From an optimization exercise on the open Yosys and OpenROAD flow, aimed at small area and a short achievable clock period; shortcuts taken in it are not production practice.
Function was checked by simulation only, so behaviour that the tests miss may differ from the original.

Design HarmonicMean, start of the top module:
module HarmonicMean (
    input wire clk,
    input wire reset,
    input wire [15:0] data1,
    input wire [15:0] data2,
    input wire [15:0] data3,
    input wire [15:0] data4,
    input wire data_valid1,
    input wire data_valid2,
    input wire data_valid3,
    input wire data_valid4,
    output wire [15:0] harmonic_mean,
    output reg data_ready
);
Size in the first run: ~2300 cells after synthesis, roughly 87 I/O pins.
==> flow/config.mk <==
export PLATFORM = sky130hd
export DESIGN_NAME = HarmonicMean
export DESIGN_NICKNAME = HarmonicMean
export VERILOG_FILES = /design/flow/design.v
export SDC_FILE = /design/flow/constraint.sdc
export NUM_CORES = 4
export LEC_CHECK = 0
export ABC_AREA = 1
export CAP_MARGIN = 70
export CORE_MARGIN = 2
export CORE_UTILIZATION = 40
export SLEW_MARGIN = 70
==> flow/constraint.sdc <==
create_clock -name core_clock -period 56.0 [get_ports {clk}]
set_input_delay 11.2000 -clock core_clock [delete_from_list [all_inputs] [get_ports {clk}]]
set_output_delay 11.2000 -clock core_clock [all_outputs]
set_load 0.01 [all_outputs]
standard.sh (not shown) runs the stock make flow with config.mk's settings and CLKGATE_MAP_FILE= SYNTH_SCRIPT=/design/flow/synth_recipe.tcl, a recipe that flattens the netlist after the stock synthesis.
==> flow/flow/run.sh <==
#!/bin/bash
# Standard synthesis, then full-adder polarity clean-up on its netlist, then the
# standard layout from that netlist. Each tool's output goes to its own log here.
set -euo pipefail
R=orfs/results/$FLOW_PLATFORM/HarmonicMean/base
bash standard.sh synth > synth.log 2>&1
cp $R/1_2_yosys.v 1_2_yosys.standard.v
python3 flow/fapol.py 1_2_yosys.standard.v $R/1_2_yosys.v > fapol.log 2>&1
bash standard.sh finish SETUP_SLACK_MARGIN=24 > layout.log 2>&1
Other scripts of this flow, unchanged in this note and not shown: flow/flow/fapol.py
Rerun with:
--- a/flow/flow/run.sh
+++ b/flow/flow/run.sh
@@ -9 +9 @@
-bash standard.sh finish SETUP_SLACK_MARGIN=24 > layout.log 2>&1
+bash standard.sh finish SETUP_SLACK_MARGIN=26 "BUFFER_PORTS_ARGS=-buffer_cell sky130_fd_sc_hd__buf_2" > layout.log 2>&1
--- a/flow/config.mk
+++ b/flow/config.mk
@@ -9 +9 @@
-export CAP_MARGIN = 70
+export CAP_MARGIN = 20
@@ -11,2 +11,4 @@
-export CORE_UTILIZATION = 40
-export SLEW_MARGIN = 70
+export CORE_UTILIZATION = 60
+export CTS_BUF_LIST = sky130_fd_sc_hd__clkbuf_4 sky130_fd_sc_hd__clkbuf_8
+export PLACE_DENSITY = 0.7
+export SLEW_MARGIN = 20
The new run finished clean.
Setup slack improves by 1.0 ns.
First-iteration DRC count went up by a quarter to a third.
Routed wire length drops by a few percent.
Core utilization rises by 21 points.
Synthesized area does not change.
Cell count drops by a few percent.
Rerun with:
--- a/flow/flow/run.sh
+++ b/flow/flow/run.sh
@@ -9 +9 @@
-bash standard.sh finish SETUP_SLACK_MARGIN=26 "BUFFER_PORTS_ARGS=-buffer_cell sky130_fd_sc_hd__buf_2" > layout.log 2>&1
+bash standard.sh finish SETUP_SLACK_MARGIN=26 > layout.log 2>&1
--- a/flow/config.mk
+++ b/flow/config.mk
@@ -9 +9 @@
-export CAP_MARGIN = 20
+export CAP_MARGIN = 70
@@ -11,4 +11,2 @@
-export CORE_UTILIZATION = 60
-export CTS_BUF_LIST = sky130_fd_sc_hd__clkbuf_4 sky130_fd_sc_hd__clkbuf_8
-export PLACE_DENSITY = 0.7
-export SLEW_MARGIN = 20
+export CORE_UTILIZATION = 40
+export SLEW_MARGIN = 70
=> Die area came out higher by 49%; synthesized cell count stays the same; core utilization came out lower by 19 points; cell count came out higher by about 9%.
Rerun with:
--- a/flow/flow/run.sh
+++ b/flow/flow/run.sh
@@ -9 +9 @@
-bash standard.sh finish SETUP_SLACK_MARGIN=26 > layout.log 2>&1
+bash standard.sh finish > layout.log 2>&1
What happened:
- The new run completed with no timing, DRC or antenna violations
- critical path depth climbs by 38
- synthesized area is unchanged
- utilization went down by 2.2 points
- design area drops by 4.7%
- setup slack loses 2.8 ns
- die area is unchanged
- non-clock buffer count falls by 60
- clock-buffer cell count stays the same
- worst hold slack is about the same
- clock skew is unchanged
Rerun with:
--- a/flow/flow/run.sh
+++ b/flow/flow/run.sh
@@ -9 +9 @@
-bash standard.sh finish > layout.log 2>&1
+bash standard.sh finish SETUP_SLACK_MARGIN=26 > layout.log 2>&1
--- a/flow/config.mk
+++ b/flow/config.mk
@@ -8 +8 @@
-export ABC_AREA = 1
+export ABC_AREA = 0
The new run passed the timing, DRC and antenna checks.
Final area goes up by roughly a tenth.
Worst hold slack got worse by 0.031 ns.

[static timing again, ports no longer ideal]
The results above use ideal ports. As a check the final layouts listed here were re-extracted and re-timed, cells and wires unchanged. Step 1, drivers: a clkbuf_16 drives clk and a buf_2 each remaining input, both assumed. Step 2 adds t to the input delays and takes it off the output delays; t is the mean of the earliest and latest rising clock arrival at the registers after step 1. Input paths then give back, and output paths get back, about the clock's delay inside the block. a / b / c = no drivers / after step 1 / after step 2; a / b = the first two.
run | shift t [ns] | slack for setup (ns) | latest minus earliest clock arrival (ns)
the first run | 0.321 | 25.555 / 25.567 / 25.246 | 0.008 / 0.008
the second run | 0.327 | 26.566 / 26.540 / 26.213 | 0.005 / 0.005
the third run | 0.321 | 26.955 / 26.968 / 26.647 | 0.009 / 0.008
the fourth run | 0.320 | 24.177 / 24.139 / 24.459 | 0.008 / 0.008
the fifth run | 0.332 | 25.671 / 25.633 / 25.965 | 0.007 / 0.007
After both steps setup and hold are still met in every run listed. For the second run, which loses most, drivers alone change the setup slack by -0.026 ns; drivers and shift together by -0.353 ns.
